What follows belongs to an exercise in optimizing a design on an open flow for small area; a production flow would make more cautious choices. Function was checked by simulation only, so behaviour that the tests miss may differ from the original. Power figures rest on the tool's default switching activity, not on a simulated workload.

## flow/design.v (module list and top-level ports; edited modules follow where they fit)
// module pipelined_complex_mult: 1080 lines
// module cm_fa: 4 lines
// module cm_ha: 4 lines
// module cm_xor: 3 lines
// module cm_xnor: 3 lines
// module cm_or: 3 lines
// module cm_ao: 3 lines
// module cm_ao22: 3 lines
// module cm_oai22: 3 lines
// module cm_bpp0: 3 lines
// module cm_bpp0n: 3 lines
// module cm_and: 3 lines
module pipelined_complex_mult (
    input clk,                    
    input rst,                    
    input signed [7:0] a,         
    input signed [7:0] b,         
    input signed [7:0] c,         
    input signed [7:0] d,         
    output reg signed [16:0] real_out,  
    output reg signed [16:0] imag_out   
);
  // ...
==> flow/flow/run.sh <==
#!/bin/bash
# The standard layout (standard.sh), with these ORFS settings changed:
#  - BUFFER_PORTS_ARGS: buffer_ports puts the smallest buffer,
#    sky130_fd_sc_hd__buf_1, on every input and output port instead of the
#    cell it picks by default (every port still gets its buffer);
#  - CTS_ARGS: the standard clock tree synthesis arguments plus
#    -dont_use_dummy_load (no dummy clock loads for balancing);
#  - REMOVE_ABC_BUFFERS: the floorplan step removes the buffers that ABC put
#    into the synthesized netlist and leaves buffering to the resizer.
# Each tool's full output is in the logs standard.sh writes under orfs/logs;
# this script's own output goes to run.log.
set -e
cd "$(dirname "$0")/.."
export BUFFER_PORTS_ARGS="-buffer_cell sky130_fd_sc_hd__buf_1"
export CTS_ARGS="-repair_clock_nets -dont_use_dummy_load -buf_list sky130_fd_sc_hd__clkbuf_8"
export REMOVE_ABC_BUFFERS=1
bash standard.sh > run.log 2>&1
==> flow/standard.sh <==
#!/bin/bash
# synth_recipe.tcl (not shown) runs the flow's synth.tcl, then flattens the netlist and writes it again
# the make line also repeats each setting of config.mk as NAME=value (left out here)
make -C /OpenROAD-flow-scripts/flow DESIGN_CONFIG=/design/flow/config.mk WORK_HOME=/design/flow/orfs CLKGATE_MAP_FILE= SYNTH_SCRIPT=/design/flow/synth_recipe.tcl "${@:-finish}"
==> flow/config.mk <==
export PLATFORM = sky130hd
export DESIGN_NAME = pipelined_complex_mult
export DESIGN_NICKNAME = pipelined_complex_mult
export VERILOG_FILES = /design/flow/design.v
export SDC_FILE = /design/flow/constraint.sdc
export NUM_CORES = 4
export LEC_CHECK = 0
export CAP_MARGIN = 20
export CORE_MARGIN = 2
export CORE_UTILIZATION = 40
export CTS_BUF_LIST = sky130_fd_sc_hd__clkbuf_8
export GPL_TIMING_DRIVEN = 0
export SLEW_MARGIN = 20
export SYNTH_HIERARCHICAL = 1
==> flow/constraint.sdc <==
create_clock -name core_clock -period 5.0 [get_ports {clk}]
set_input_delay 1.0000 -clock core_clock [delete_from_list [all_inputs] [get_ports {clk}]]
set_output_delay 1.0000 -clock core_clock [all_outputs]
set_load 0.01 [all_outputs]
==> results.py, run 1 <==
metrics = {
    "run_status": {
        "outcome": "timing/DRC/antenna clean",
    },
    "global_routing": {
        "grt_pass1_wl_um": 30000,
    },
    "timing": {
        "rsz0062_at_grt": "false",
    },
    "power_and_ir_drop": {
        "pwr-share-comb": 0.645,
        "power.density_mw_per_mm2": 657,
        "vdd_drop_max_mv": 0.464,
        "p_leak_uw": 0.00366,
        "seq_cell_power_uw": 1580,
    },
    "placement": {
        "gp_congestion": 0.759,
        "hpwl_um": 12200,
    },
    "logic_synthesis": {
        "synth_edf_count": 0,
        "synth_top_area_frac": 0.248,
        "ys.flop_type": "dfxtp_1",
    },
    "drt": {
        "wl_um": 18200,
        "firstDrtPassIters": 6,
    },
    "floorplanning": {
        "start_util": 0.403,
        "core_mm2": 0.0216,
    },
    "finish": {
        "clock_area_frac": 0.0245,
        "fillers": 2045,
        "seq_cell_count": 139,
        "largestClassByArea": "multi-input combinational cells",
    },
    "setup_path": {
        "cp-startpoint": "a3n[2]$_DFF_PP1_",
    },
    "clock_tree": {
        "postCtsResizedCells": 0,
        "cts_post_setup_buffers_inserted": 0,
        "path_clk_slew_ps": 90,
    },
}
==> run 2: changes to the inputs <==
--- a/flow/flow/run.sh
+++ b/flow/flow/run.sh
@@ -12,6 +12,6 @@
 set -e
 cd "$(dirname "$0")/.."
 export BUFFER_PORTS_ARGS="-buffer_cell sky130_fd_sc_hd__buf_1"
-export CTS_ARGS="-repair_clock_nets -dont_use_dummy_load -buf_list sky130_fd_sc_hd__clkbuf_8"
+export CTS_ARGS="-sink_clustering_enable -repair_clock_nets -dont_use_dummy_load -buf_list sky130_fd_sc_hd__clkbuf_8 -distance_between_buffers 200 -branching_point_buffers_distance 200"
 export REMOVE_ABC_BUFFERS=1
 bash standard.sh > run.log 2>&1
==> results.py, run 2 <==
metrics = {
    "run_status": {
        "outcome": "timing/DRC/antenna clean",
    },
    "timing": {
        "clock_skew_ps": 41.9,
        "timing.final.ws_setup_ps": 304,
        "final_max_slew_viol_count": 0,
        "timing.final.crit_share": 0.939,
        "finalSetupTns_ps": 0,
        "max-slew-margin-rel": 0.245,
        "timing_worst_slew_pin_value_ps": 1130,
        "final-setup-viol-count": 0,
        "hold_viol": 0,
        "min_period_ps": 4700,
        "fmax_ghz": 0.213,
        "rsz0062_at_grt": "false",
    },
    "power_and_ir_drop": {
        "vdd_drop_max_mv": 0.481,
        "power_uw": 6280,
        "power.density_mw_per_mm2": 657,
        "p_leak_uw": 0.00366,
    },
    "setup_path": {
        "cp.arrival_ps": 5080,
        "cp_max_fo": 16,
        "path_class": "reg2reg",
        "worstRegToRegCells": 13,
        "required_ps": 5380,
        "crit_path_end_kind": "register",
        "start_kind": "register",
    },
    "worst_hold_path": {
        "hold_path.class": "reg2reg",
        "hold_depth": 0,
    },
    "global_routing": {
        "grt_usage": 0.172,
        "grt_pass1_wl_um": 30000,
        "grt_max_degree": 30,
        "first_global_vias": 5890,
        "grt.overflow.total": 0,
        "antenna_found_initial": 0,
    },
    "clock_tree": {
        "htreeDepth": 4,
        "numCtsBuffers": 17,
        "cts_tree": "yes",
        "clkLatencyLatePin_ps": 470,
        "cts_sinks": 139,
        "path_clk_slew_ps": 90,
        "cts_post_setup_buffers_inserted": 0,
        "clockRootBuffer": "clkbuf_8",
        "cts.hold.buffers_added": 0,
        "clockBufferDepth": 2,
    },
    "floorplanning": {
        "die_y_um": 152,
        "fp.dieW_um": 152,
        "std_cell_rows": 54,
        "dieArea_mm2": 0.0230,
        "core_mm2": 0.0216,
        "ios": 68,
        "start_util": 0.403,
    },
    "placement": {
        "hpwl_um": 12200,
        "port_buffers": 67,
        "place_area_mm2": 0.00932,
        "place_ws_ps": 116,
        "gp_congestion": 0.759,
    },
    "logic_synthesis": {
        "synth_largest_area_cell": "fa_1",
        "netlist_area_mm2": 0.00872,
        "synth_edf_count": 0,
        "yosysWarnings": 7,
        "synth_common_cells": "132 x xnor2_1, 128 x o22ai_1, 108 x fa_1",
        "synth-async-reset-ratio": 0.367,
        "ys_ff_latch": 139,
        "synth_top_area_frac": 0.248,
        "synth_area_leaders": "fa_1 25%, dfxtp_1 20%, xnor2_1 13%, dfrtp_1 10%, o22ai_1 9.2%",
        "synth_most_common_cell": "xnor2_1",
        "ys.flop_type": "dfxtp_1",
        "avgSynthCellArea_um2": 12.0,
        "ys_seq_area_frac": 0.351,
        "ys_types": 21,
        "syn_inst": 725,
    },
    "finish": {
        "largest_reg_flops": 17,
        "fin_nets": 976,
        "design_area_mm2": 0.00956,
        "fillers": 2052,
        "drive_gt1_frac": 0.0533,
        "largest_register": "imag_out",
        "reg_top3": "imag_out (17), real_out (16)",
        "area.growth.synth_to_final_pct": 9.68,
        "mostFrequentLayoutCells": "132 x xnor2_1, 128 x o22ai_1, 108 x fa_1",
        "antenna_cells": 0,
        "layout_commonest_cell": "xnor2_1",
    },
    "drt": {
        "drc": 0,
        "top_layer": "met4",
        "wl_um": 18100,
        "ant_nets": 0,
        "first_iter_violations": 418,
        "route.met3.wl_um": 941,
        "wl_per_cell_um": 16.6,
        "firstDrtPassIters": 5,
        "num_vias": 5779,
        "wl_met2_um": 8810,
        "drt-vias-per-instance": 5.32,
        "drt-met1-wl_um": 7920,
    },
    "run": {
        "drv_cap": 0,
    },
}
-- run 2: cell counts in the layout (fill, tap and decap cells not counted) --
Identical to the previous run, type by type.
-- run 2: logic make-up (layout without fill, tap and decap cells) --
family | after synthesis | in the layout | synth area share
AO/OA/AOI/OAI | 166 | 166 | 0.123
XOR/XNOR | 173 | 173 | 0.174
adder cells (fa/ha/maj) | 133 | 133 | 0.284
buffers and inverters | 20 | 102 | 0.00962
flip-flops | 139 | 139 | 0.351
other | 1 | 1 | 0.000430
AND/OR/NAND/NOR | 93 | 93 | 0.0584
-- run 2: per-layer routing --
layer / global-route usage / vias up
li1: - / 2670
met1: 0.219 / 2898
met2: 0.282 / 184
met3: 0.0362 / 27
met4: 0.0750 / 0
met5: 0 / -
-- run 2: worst paths after layout --
path | from | end | slack, ps
max | a3n[2]$_DFF_PP1_ | real_out[15]$_DFF_PP0_ | 300
min | d1[7]$_DFF_P_ | d2[7]$_DFF_P_ | 300
max reg2reg | a3n[2]$_DFF_PP1_ | real_out[15]$_DFF_PP0_ | 300
min reg2reg | d1[7]$_DFF_P_ | d2[7]$_DFF_P_ | 300
max in group asynchronous | rst | b3n[2]$_DFF_PP1_ | 3830
min in group asynchronous | rst | imag_out[16]$_DFF_PP0_ | 540
-- run 2: per-stage QoR --
step / std cells / utilization / hold slack, ps
floorplan: 722 / - / 310
global placement: 1069 / 0.430 / 311
detailed placement: 1070 / 0.431 / 312
CTS: 1087 / 0.442 / 296
global route: 1087 / 0.442 / 292
finish: 1087 / 0.442 / 299
-- run 2: worst max-delay path: stages, from the launching register on --
cell and delay, ps:
dfstp_2 760, o22ai_1 140, xnor2_1 220, fa_1 460, fa_1 460, fa_1 390, fa_1 390, fa_1 380
fa_1 410, a21o_1 210, a21o_1 230, a21o_1 210, a21o_1 170, xnor2_1 160
-- run 2: layout make-up --
cell class / count / area (um2) / area share
Inverter: 17 / 63.8 / 0.00668
Clock buffer: 17 / 234 / 0.0245
Timing Repair Buffer: 68 / 272 / 0.0284
Multi-Input combinational cell: 566 / 5570 / 0.583
Sequential cell: 139 / 3070 / 0.321
Tap cell: 280 / 350 / 0.0366
-- run 2: Yosys stat by module, one instance, submodules excluded --
module | flip-flops and latches | cell area, um2 | times used
cm_ao | 0 | 7.51 | 32
cm_xor | 0 | 8.76 | 41
pipelined_complex_mult | 139 | 3540 | 1
cm_xnor | 0 | 8.76 | 126
cm_and | 0 | 6.26 | 13
cm_oai22 | 0 | 6.26 | 128
cm_ha | 0 | 12.5 | 25
cm_fa | 0 | 20.0 | 108
cm_or | 0 | 6.26 | 18
-- run 2: power by group --
group / internal, uW / switching, uW
combinational: 2120 / 1930
sequential: 1400 / 175
clock: 298 / 361
total: 3820 / 2460
-- run 2: what timing repair did --
action	4_1_cts	5_1_grt
endpoints found under the setup margin	0	4
hold endpoints to repair	0	0
resized for setup	0	5
==> run 3: changes to the inputs <==
--- a/flow/flow/run.sh
+++ b/flow/flow/run.sh
@@ -12,6 +12,6 @@
 set -e
 cd "$(dirname "$0")/.."
 export BUFFER_PORTS_ARGS="-buffer_cell sky130_fd_sc_hd__buf_1"
-export CTS_ARGS="-sink_clustering_enable -repair_clock_nets -dont_use_dummy_load -buf_list sky130_fd_sc_hd__clkbuf_8 -distance_between_buffers 200 -branching_point_buffers_distance 200"
+export CTS_ARGS="-sink_clustering_enable -repair_clock_nets -dont_use_dummy_load -buf_list sky130_fd_sc_hd__clkbuf_8 -sink_buffer_max_cap_derate 1.0 -sink_clustering_size 30 -sink_clustering_max_diameter 200"
 export REMOVE_ABC_BUFFERS=1
 bash standard.sh > run.log 2>&1
==> results.py, run 3 <==
metrics = {
    "setup_path": {
        "worstRegToRegCells": 13,
        "crit_path_end_kind": "register",
        "cp_max_fo": 16,
        "cp.arrival_ps": 5070,
        "required_ps": 5360,
        "r2r-end": "real_out[15]$_DFF_PP0_",
        "r2r_slack_ps": 290,
        "r2r_start": "a3n[2]$_DFF_PP1_",
        "path_class": "reg2reg",
        "start_kind": "register",
        "crit_end": "real_out[15]$_DFF_PP0_",
        "cp-startpoint": "a3n[2]$_DFF_PP1_",
    },
    "logic_synthesis": {
        "synth-async-reset-ratio": 0.367,
        "synth_edf_count": 0,
        "synth_common_cells": "132 x xnor2_1, 128 x o22ai_1, 108 x fa_1",
        "yosysWarnings": 7,
        "ys.flop_type": "dfxtp_1",
        "netlist_area_mm2": 0.00872,
        "synth_most_common_cell": "xnor2_1",
        "ys_ff_latch": 139,
        "synth_top_area_frac": 0.248,
        "synth_largest_area_cell": "fa_1",
        "ys_seq_area_frac": 0.351,
        "ys_types": 21,
        "avgSynthCellArea_um2": 12.0,
        "synth_area_leaders": "fa_1 25%, dfxtp_1 20%, xnor2_1 13%, dfrtp_1 10%, o22ai_1 9.2%",
        "syn_inst": 725,
    },
    "clock_tree": {
        "htreeDepth": 4,
        "numCtsBuffers": 17,
        "clkLatencyLatePin_ps": 450,
        "cts_sinks": 139,
        "clockBufferDepth": 2,
        "path_clk_slew_ps": 90,
        "cts_tree": "yes",
        "clockRootBuffer": "clkbuf_8",
        "cts.hold.buffers_added": 0,
    },
    "placement": {
        "place_ws_ps": 116,
        "dp.cells": 1070,
        "gp_congestion": 0.759,
        "hpwl_um": 12200,
        "port_buffers": 67,
    },
    "drt": {
        "first_iter_violations": 351,
        "drt-vias-per-instance": 5.31,
        "firstDrtPassIters": 6,
        "wl_um": 18200,
        "num_vias": 5767,
        "drc": 0,
        "ant_nets": 0,
        "wl_per_cell_um": 16.7,
    },
    "timing": {
        "finalSetupTns_ps": 0,
        "max-slew-margin-rel": 0.251,
        "hold_viol": 0,
        "fmax_ghz": 0.212,
        "holdWs_ps": 296,
        "timing.final.crit_share": 0.942,
        "clock_skew_ps": 43.9,
        "final-setup-viol-count": 0,
        "timing_worst_slew_pin_value_ps": 1120,
        "final_max_slew_viol_count": 0,
        "timing.final.ws_setup_ps": 288,
        "rsz0062_at_grt": "false",
        "min_period_ps": 4710,
    },
    "floorplanning": {
        "core_mm2": 0.0216,
        "ios": 68,
        "std_cell_rows": 54,
        "start_util": 0.403,
        "dieArea_mm2": 0.0230,
        "die_y_um": 152,
        "fp.dieW_um": 152,
    },
    "finish": {
        "antenna_cells": 0,
        "reg_top3": "imag_out (17), real_out (16)",
        "largest_register": "imag_out",
        "layout_commonest_cell": "xnor2_1",
        "mostFrequentLayoutCells": "132 x xnor2_1, 128 x o22ai_1, 108 x fa_1",
        "stdcell_count": 1087,
        "drive_gt1_frac": 0.0533,
        "area.growth.synth_to_final_pct": 9.68,
        "largest_reg_flops": 17,
        "fin_nets": 976,
    },
    "global_routing": {
        "grt_pass1_wl_um": 30000,
        "grt_max_degree": 30,
        "grt.overflow.total": 0,
        "antenna_found_initial": 0,
        "grt_usage": 0.170,
        "first_global_vias": 5917,
    },
    "run_status": {
        "outcome": "timing/DRC/antenna clean",
    },
    "run": {
        "drv_cap": 0,
    },
    "power_and_ir_drop": {
        "p_leak_uw": 0.00366,
        "power.density_mw_per_mm2": 657,
        "power_uw": 6280,
        "vdd_drop_max_mv": 0.464,
    },
    "worst_hold_path": {
        "hold_path.class": "reg2reg",
    },
}
==> run 3: power breakdown <==
group	switching (uW)	total, uW	internal (uW)
clock	357	656	299
combinational	1930	4050	2120
sequential	175	1580	1400
==> run 3: kinds of logic after synthesis <==
logic type	count (synthesis)	share of synthesized area
simple gates	93	0.0584
buf+inv	20	0.00962
xor+xnor	173	0.174
compound gates	166	0.123
flops	139	0.351
fa+ha+maj	133	0.284
other cells	1	0.000430
==> run 3: metrics by stage <==
stage / util / area (um2)
6_report: 0.442 / 9560
5_1_grt: 0.442 / 9560
4_1_cts: 0.442 / 9550
3_5_place_dp: 0.431 / 9320
3_3_place_gp: 0.430 / 9300
2_1_floorplan: - / 8700
==> run 3: repair_timing <==
item                                    CTS  global route
endpoints found under the hold margin     0             0
endpoints found under the setup margin    0             4
buffers inserted                          0             0
resized for setup                         0             5
==> run 3: cell type report <==
type / count / area, um2
clock buffers: 17 / 234
fillers: 2045 / 12100
inverters: 17 / 63.8
multi-input cells: 566 / 5570
flip-flops and latches: 139 / 3070
well taps: 280 / 350
repair buffers: 68 / 272
==> run 3: worst max-delay path, stage by stage, from the launching register on <==
cell	delay [ps]
dfstp_2	760
o22ai_1	140
xnor2_1	220
fa_1	460
fa_1	460
fa_1	390
fa_1	390
fa_1	380
fa_1	420
a21o_1	220
a21o_1	240
a21o_1	210
a21o_1	170
xnor2_1	160
==> run 3: per-module statistics from Yosys, one instance, submodules excluded, excerpt <==
module                  flip-flops and latches  times used  area [um2]  cells inside
pipelined_complex_mult                     139           1        3540           234
cm_fa                                        0         108        20.0             1
cm_ha                                        0          25        12.5             1
cm_xor                                       0          41        8.76             1
cm_xnor                                      0         126        8.76             1
cm_and                                       0          13        6.26             1
cm_oai22                                     0         128        6.26             1
cm_or                                        0          18        6.26             1
==> run 3: layer usage <==
layer | vias to the layer above | GRT usage | part of all wire | wire [um]
met3 | 27 | 0.0314 | 0.051 | 920
met1 | 2894 | 0.221 | 0.43 | 7900
met4 | 0 | 0.0644 | 0.019 | 346
met5 | - | 0 | 0 | 0
met2 | 182 | 0.284 | 0.50 | 9000
li1 | 2664 | - | - | -
==> run 3: worst min-delay path by stage <==
stage / from / to / depth (start not counted)
6_report: d1[7]$_DFF_P_ / d2[7]$_DFF_P_ / 0
5_1_grt: d1[7]$_DFF_P_ / d2[7]$_DFF_P_ / 0
4_1_cts: d1[7]$_DFF_P_ / d2[7]$_DFF_P_ / 0
3_5_place_dp: a1[5]$_DFF_P_ / a2[5]$_DFF_P_ / 0
3_3_place_gp: b1[7]$_DFF_P_ / b2[7]$_DFF_P_ / 0
2_1_floorplan: a1[0]$_DFF_P_ / a2[0]$_DFF_P_ / 0
==> run 4: changes to the inputs <==
--- a/flow/flow/run.sh
+++ b/flow/flow/run.sh
@@ -12,6 +12,6 @@
 set -e
 cd "$(dirname "$0")/.."
 export BUFFER_PORTS_ARGS="-buffer_cell sky130_fd_sc_hd__buf_1"
-export CTS_ARGS="-sink_clustering_enable -repair_clock_nets -dont_use_dummy_load -buf_list sky130_fd_sc_hd__clkbuf_8 -sink_buffer_max_cap_derate 1.0 -sink_clustering_size 30 -sink_clustering_max_diameter 200"
+export CTS_ARGS="-sink_clustering_enable -repair_clock_nets -dont_use_dummy_load -buf_list \"sky130_fd_sc_hd__clkbuf_4 sky130_fd_sc_hd__clkbuf_8\""
 export REMOVE_ABC_BUFFERS=1
 bash standard.sh > run.log 2>&1
==> results.py, run 4 <==
metrics = {
    "placement": {
        "hpwl_um": 12200,
        "place_area_mm2": 0.00932,
        "gp_congestion": 0.759,
        "port_buffers": 67,
    },
    "drt": {
        "wl_per_cell_um": 16.7,
        "wl_um": 18200,
        "drc": 0,
        "first_iter_violations": 351,
        "num_vias": 5767,
        "drt-vias-per-instance": 5.31,
        "firstDrtPassIters": 6,
        "ant_nets": 0,
    },
    "logic_synthesis": {
        "netlist_area_mm2": 0.00872,
        "syn_inst": 725,
        "synth_edf_count": 0,
        "ys_types": 21,
        "ys_seq_area_frac": 0.351,
        "synth_largest_area_cell": "fa_1",
        "synth_area_leaders": "fa_1 25%, dfxtp_1 20%, xnor2_1 13%, dfrtp_1 10%, o22ai_1 9.2%",
        "yosysWarnings": 7,
        "ys.flop_type": "dfxtp_1",
        "synth_top_area_frac": 0.248,
        "synth-async-reset-ratio": 0.367,
        "ys_ff_latch": 139,
        "synth_common_cells": "132 x xnor2_1, 128 x o22ai_1, 108 x fa_1",
        "avgSynthCellArea_um2": 12.0,
        "synth_most_common_cell": "xnor2_1",
    },
    "setup_path": {
        "crit_slowest_cell": "dfstp_2",
        "cp_top_family": "adder cells",
        "path_buf_inv": 0,
        "cp_cell_sequence": "o22ai_1 > xnor2_1 > fa_1 > fa_1 > fa_1 > fa_1 > fa_1 > fa_1 > a21o_1 > a21o_1 > a21o_1 > a21o_1 > xnor2_1",
        "r2r_slack_ps": 290,
        "worstSetupPathDepth": 13,
        "cp.arrival_ps": 5070,
        "cp_max_fo": 16,
        "worstRegToRegCells": 13,
        "required_ps": 5360,
        "crit_path_max_incr_delay_ps": 760,
        "cp_common_cell": "fa_1",
        "crit_path_end_kind": "register",
        "start_kind": "register",
        "path_class": "reg2reg",
        "r2r-end": "real_out[15]$_DFF_PP0_",
        "r2r_start": "a3n[2]$_DFF_PP1_",
    },
    "finish": {
        "antenna_cells": 0,
        "largest_reg_flops": 17,
        "reg_top3": "imag_out (17), real_out (16)",
        "regArea_mm2": 0.00307,
        "drive_gt1_frac": 0.0533,
        "area.growth.synth_to_final_pct": 9.68,
        "largest_register": "imag_out",
        "multi_input_area_mm2": 0.00557,
        "fin_nets": 976,
        "design_area_mm2": 0.00956,
        "mostFrequentLayoutCells": "132 x xnor2_1, 128 x o22ai_1, 108 x fa_1",
        "fillers": 2045,
        "layout_commonest_cell": "xnor2_1",
    },
    "floorplanning": {
        "std_cell_rows": 54,
        "start_util": 0.403,
        "core_mm2": 0.0216,
        "ios": 68,
        "fp.dieW_um": 152,
        "dieArea_mm2": 0.0230,
        "die_y_um": 152,
    },
    "power_and_ir_drop": {
        "power.density_mw_per_mm2": 657,
        "p_leak_uw": 0.00366,
        "vdd_drop_max_mv": 0.464,
    },
    "timing": {
        "timing.final.crit_share": 0.942,
        "timing_worst_slew_pin_value_ps": 1120,
        "finalSetupTns_ps": 0,
        "min_period_ps": 4710,
        "rsz0062_at_grt": "false",
        "hold_viol": 0,
        "max-slew-margin-rel": 0.251,
        "fmax_ghz": 0.212,
        "final-setup-viol-count": 0,
        "clock_skew_ps": 43.9,
        "final_max_slew_viol_count": 0,
    },
    "global_routing": {
        "grt_max_degree": 30,
        "antenna_found_initial": 0,
        "first_global_vias": 5917,
        "grt.overflow.total": 0,
        "grt_pass1_wl_um": 30000,
        "grt_usage": 0.170,
    },
    "worst_hold_path": {
        "hold_depth": 0,
        "hold_start": "d1[7]$_DFF_P_",
        "min_to": "d2[7]$_DFF_P_",
        "hold_path.class": "reg2reg",
    },
    "clock_tree": {
        "cts_sinks": 139,
        "cts_tree": "yes",
        "clkLatencyLatePin_ps": 450,
        "path_clk_slew_ps": 90,
        "htreeDepth": 4,
        "numCtsBuffers": 17,
        "clockRootBuffer": "clkbuf_8",
        "clockBufferDepth": 2,
    },
    "run": {
        "drv_cap": 0,
    },
    "run_status": {
        "outcome": "timing/DRC/antenna clean",
    },
}
## run 4: cell counts in the layout (fill, tap and decap cells not counted)
No cell type changed its count.
## run 4: routing by layer
metal  up-vias  global-route usage  share of wire
met4         0              0.0644          0.019
met5         -                   0              0
met3        27              0.0314          0.051
li1       2664                   -              -
met1      2894               0.221           0.43
met2       182               0.284           0.50
## run 4: cell type report
type                    instances  share of cell area
clock buffers                  17              0.0245
inverters                      17             0.00668
multi-input cells             566               0.583
flip-flops and latches        139               0.321
well taps                     280              0.0366
repair buffers                 68              0.0284
## run 4: worst max path at each step
stage                        from                     end  slack (ps)
2_1_floorplan   d3_neg[0]$_DFF_P_  imag_out[15]$_DFF_PP0_         580
3_3_place_gp    d3_neg[0]$_DFF_P_  imag_out[15]$_DFF_PP0_         140
3_5_place_dp    d3_neg[0]$_DFF_P_  imag_out[15]$_DFF_PP0_         120
4_1_cts         d3_neg[0]$_DFF_P_  imag_out[14]$_DFF_PP0_         120
5_1_grt        c3_twon[0]$_DFF_P_  real_out[15]$_DFF_PP0_          30
6_report         a3n[2]$_DFF_PP1_  real_out[15]$_DFF_PP0_         290
## run 4: per-module statistics from Yosys (local to each module, per instance), a selection
module / copies in the design / cells / cell area, um2 / flip-flops and latches
pipelined_complex_mult: 1 / 234 / 3540 / 139
cm_ao: 32 / 1 / 7.51 / 0
cm_xor: 41 / 1 / 8.76 / 0
cm_or: 18 / 1 / 6.26 / 0
cm_xnor: 126 / 1 / 8.76 / 0
cm_oai22: 128 / 1 / 6.26 / 0
cm_fa: 108 / 1 / 20.0 / 0
cm_ha: 25 / 1 / 12.5 / 0
## run 4: power by group
part / total [uW] / switching [uW] / internal, uW
logic: 4050 / 1930 / 2120
registers: 1580 / 175 / 1400
clock network: 656 / 357 / 299
total: 6280 / 2470 / 3820
## run 4: cells by family (layout without fill, tap and decap cells)
logic type	count (synthesis)	in the layout	synth area share
DFF	139	139	0.351
buffers and inverters	20	102	0.00962
and+or+nand+nor	93	93	0.0584
other	1	1	0.000430
xor gates and xnor gates	173	173	0.174
adders and majority gates	133	133	0.284
AOI/OAI and AO/OA	166	166	0.123
## run 4: stage by stage
| stage | instances | util | hold slack [ps] | setup slack [ps] | power [uW] |
|---|---|---|---|---|---|
| after floorplan | 722 | - | 310 | 585 | 4990 |
| after global placement | 1069 | 0.430 | 311 | 142 | 5690 |
| after detailed placement | 1070 | 0.431 | 312 | 116 | 5730 |
| after CTS | 1087 | 0.442 | 297 | 122 | 6430 |
| after global routing | 1087 | 0.442 | 295 | 32.2 | 7040 |
| final | 1087 | 0.442 | 296 | 288 | 6280 |
## run 4: what timing repair did
action	in CTS	in global routing
endpoints found under the hold margin	0	0
gates resized for setup	0	5
setup endpoints to repair	0	4
hold buffers	0	0
setup buffers	0	0
==> run 5: changes to the inputs <==
--- a/flow/flow/run.sh
+++ b/flow/flow/run.sh
@@ -12,6 +12,6 @@
 set -e
 cd "$(dirname "$0")/.."
 export BUFFER_PORTS_ARGS="-buffer_cell sky130_fd_sc_hd__buf_1"
-export CTS_ARGS="-sink_clustering_enable -repair_clock_nets -dont_use_dummy_load -buf_list \"sky130_fd_sc_hd__clkbuf_4 sky130_fd_sc_hd__clkbuf_8\""
+export CTS_ARGS="-sink_clustering_enable -repair_clock_nets -dont_use_dummy_load -buf_list sky130_fd_sc_hd__clkbuf_8"
 export REMOVE_ABC_BUFFERS=1
 bash standard.sh > run.log 2>&1
==> results.py, run 5 <==
metrics = {
    "setup_path": {
        "cp_max_fo": 16,
        "cp_cell_sequence": "o22ai_1 > xnor2_1 > fa_1 > fa_1 > fa_1 > fa_1 > fa_1 > fa_1 > a21o_1 > a21o_1 > a21o_1 > a21o_1 > xnor2_1",
        "crit_slowest_cell": "dfstp_2",
        "path_class": "reg2reg",
        "required_ps": 5360,
        "cp.arrival_ps": 5070,
        "cp_common_cell": "fa_1",
        "crit_path_end_kind": "register",
        "start_kind": "register",
        "crit_path_max_incr_delay_ps": 760,
    },
    "power_and_ir_drop": {
        "seqPwrFrac": 0.251,
        "swShare": 0.392,
        "p_int_uw": 3820,
        "power.density_mw_per_mm2": 657,
        "switching_power_uw": 2470,
        "p_clk_frac": 0.104,
        "vdd_drop_max_mv": 0.464,
        "p_leak_uw": 0.00366,
        "pwr-share-comb": 0.645,
    },
    "finish": {
        "regArea_mm2": 0.00307,
        "fin_nets": 976,
        "area.growth.synth_to_final_pct": 9.68,
        "antenna_cells": 0,
        "mostFrequentLayoutCells": "132 x xnor2_1, 128 x o22ai_1, 108 x fa_1",
        "fillers": 2045,
        "largest_reg_flops": 17,
        "reg_top3": "imag_out (17), real_out (16)",
        "fin_util": 0.442,
        "design_area_mm2": 0.00956,
        "drive_gt1_frac": 0.0533,
        "stdcell_count": 1087,
        "layout_commonest_cell": "xnor2_1",
        "multi_input_area_mm2": 0.00557,
        "largest_register": "imag_out",
    },
    "placement": {
        "place_ws_ps": 116,
        "gp_congestion": 0.759,
        "dp.cells": 1070,
        "port_buffers": 67,
        "place_area_mm2": 0.00932,
        "hpwl_um": 12200,
    },
    "timing": {
        "timing.final.ws_setup_ps": 288,
        "min_period_ps": 4710,
        "clock_skew_ps": 43.9,
        "timing.final.crit_share": 0.942,
        "finalSetupTns_ps": 0,
        "timing_worst_slew_pin_value_ps": 1120,
        "hold_viol": 0,
        "final-setup-viol-count": 0,
        "final_max_slew_viol_count": 0,
        "rsz0062_at_grt": "false",
        "fmax_ghz": 0.212,
        "max-slew-margin-rel": 0.251,
    },
    "logic_synthesis": {
        "synth_area_leaders": "fa_1 25%, dfxtp_1 20%, xnor2_1 13%, dfrtp_1 10%, o22ai_1 9.2%",
        "ys_ff_latch": 139,
        "synth_top_area_frac": 0.248,
        "avgSynthCellArea_um2": 12.0,
        "synth-async-reset-ratio": 0.367,
        "synth_largest_area_cell": "fa_1",
        "yosysWarnings": 7,
        "netlist_area_mm2": 0.00872,
        "ys_types": 21,
        "synth_most_common_cell": "xnor2_1",
        "syn_inst": 725,
        "synth_edf_count": 0,
        "synth_common_cells": "132 x xnor2_1, 128 x o22ai_1, 108 x fa_1",
        "ys.flop_type": "dfxtp_1",
        "ys_seq_area_frac": 0.351,
    },
    "drt": {
        "drt-vias-per-instance": 5.31,
        "wl_um": 18200,
        "first_iter_violations": 351,
        "ant_nets": 0,
        "wl_per_cell_um": 16.7,
        "num_vias": 5767,
        "drc": 0,
        "firstDrtPassIters": 6,
    },
    "floorplanning": {
        "dieArea_mm2": 0.0230,
        "ios": 68,
        "die_y_um": 152,
        "core_mm2": 0.0216,
        "fp.dieW_um": 152,
        "start_util": 0.403,
        "std_cell_rows": 54,
    },
    "clock_tree": {
        "clockBufferDepth": 2,
        "cts_post_setup_buffers_inserted": 0,
        "clockRootBuffer": "clkbuf_8",
        "numCtsBuffers": 17,
        "postCtsResizedCells": 0,
        "cts_sinks": 139,
        "clkLatencyLatePin_ps": 450,
        "htreeDepth": 4,
        "cts.hold.buffers_added": 0,
        "path_clk_slew_ps": 90,
        "cts_tree": "yes",
    },
    "global_routing": {
        "grt_max_degree": 30,
        "first_global_vias": 5917,
        "grt_usage": 0.170,
        "antenna_found_initial": 0,
        "grt.overflow.total": 0,
        "grt_pass1_wl_um": 30000,
    },
    "worst_hold_path": {
        "hold_path.class": "reg2reg",
    },
    "run_status": {
        "outcome": "timing/DRC/antenna clean",
    },
    "run": {
        "drv_cap": 0,
    },
}
==> run 5: cell counts in the layout (fill, tap and decap cells not counted) <==
No cell type changed its count.
==> run 5: cells by family (layout without fill, tap and decap cells) <==
logic type               Yosys count  count (layout)  share of synthesized area
flip-flops                       139             139                      0.351
adder cells (fa/ha/maj)          133             133                      0.284
AND/OR/NAND/NOR                   93              93                     0.0584
other                              1               1                   0.000430
AO/OA/AOI/OAI                    166             166                      0.123
XOR/XNOR                         173             173                      0.174
buffers and inverters             20             102                    0.00962
==> run 5: final timing paths <==
kind	start	end	slack (ps)	cells past startpoint
min in group asynchronous	rst	imag_out[16]$_DFF_PP0_	560	2
min reg2reg	d1[7]$_DFF_P_	d2[7]$_DFF_P_	300	0
min	d1[7]$_DFF_P_	d2[7]$_DFF_P_	300	0
max in group asynchronous	rst	b3n[2]$_DFF_PP1_	3800	3
max reg2reg	a3n[2]$_DFF_PP1_	real_out[15]$_DFF_PP0_	290	13
max	a3n[2]$_DFF_PP1_	real_out[15]$_DFF_PP0_	290	13
==> run 5: layer usage <==
layer	share of wire	global-route usage	vias up	wire length, um
met1	0.43	0.221	2894	7900
met3	0.051	0.0314	27	920
met5	0	0	-	0
met4	0.019	0.0644	0	346
met2	0.50	0.284	182	9000
li1	-	-	2664	-
==> run 5: final cells by class <==
| cell class | instances | share of cell area |
|---|---|---|
| Multi-Input combinational cell | 566 | 0.583 |
| Sequential cell | 139 | 0.321 |
| Clock buffer | 17 | 0.0245 |
| Tap cell | 280 | 0.0366 |
| Timing Repair Buffer | 68 | 0.0284 |
| Inverter | 17 | 0.00668 |
==> run 5: per-stage QoR <==
step | hold WS (ps) | power [uW]
finish | 296 | 6280
global route | 295 | 7040
CTS | 297 | 6430
floorplan | 310 | 4990
global placement | 311 | 5690
detailed placement | 312 | 5730
==> run 5: critical path: cells and delay by family, from the launching register on <==
kind	cells	cell delay [ps]
AO/OA/AOI/OAI	5	980
XOR/XNOR	2	380
adder cells (fa/ha/maj)	6	2500
flip-flops	1	760
==> run 5: Yosys stat by module, one instance, submodules excluded, a selection <==
module	cell area, um2	cells inside	flops+latches	times used
cm_xnor	8.76	1	0	126
cm_oai22	6.26	1	0	128
cm_ha	12.5	1	0	25
cm_fa	20.0	1	0	108
pipelined_complex_mult	3540	234	139	1
cm_and	6.26	1	0	13
==> run 5: power by group through the flow <==
| stage | logic, uW | clock network [uW] | registers, uW |
|---|---|---|---|
| 3_3_place_gp | 4100 | 0 | 1600 |
| 5_1_grt | 4700 | 729 | 1610 |
| 6_report | 4050 | 656 | 1580 |
| 2_1_floorplan | 3370 | 0 | 1610 |
| 4_1_cts | 4170 | 689 | 1580 |
| 3_5_place_dp | 4130 | 0 | 1600 |

## static timing again, ports no longer ideal
The results above use ideal ports. As a check the final layouts listed here were re-extracted and re-timed, cells and wires unchanged.
Step 1: set_driving_cell puts a clkbuf_16 on clk and a buf_2 on each other input, an assumption about the parent block.
Step 2 times the ports against the registers' clock, not the clock port: input delays grow and output delays shrink by t, the midpoint of the rising clock arrivals with the driver on.
a / b / c = ideal ports / drivers / drivers and shift; a / b = the first two.
| run | t, ns | slack for setup (ns) | hold WS [ns] | worst slew at a driven data input, ns |
|---|---|---|---|---|
| run 1 | 0.466 | 0.288 / 0.288 / 0.288 | 0.296 / 0.296 / 0.296 | 0.03 |
| run 2 | 0.490 | 0.304 / 0.304 / 0.304 | 0.299 / 0.299 / 0.299 | 0.03 |
| run 3 | 0.466 | 0.288 / 0.288 / 0.288 | 0.296 / 0.296 / 0.296 | 0.03 |
| run 4 | 0.466 | 0.288 / 0.288 / 0.288 | 0.296 / 0.296 / 0.296 | 0.03 |
| run 5 | 0.466 | 0.288 / 0.288 / 0.288 | 0.296 / 0.296 / 0.296 | 0.03 |
After both steps every run listed still meets setup and hold.
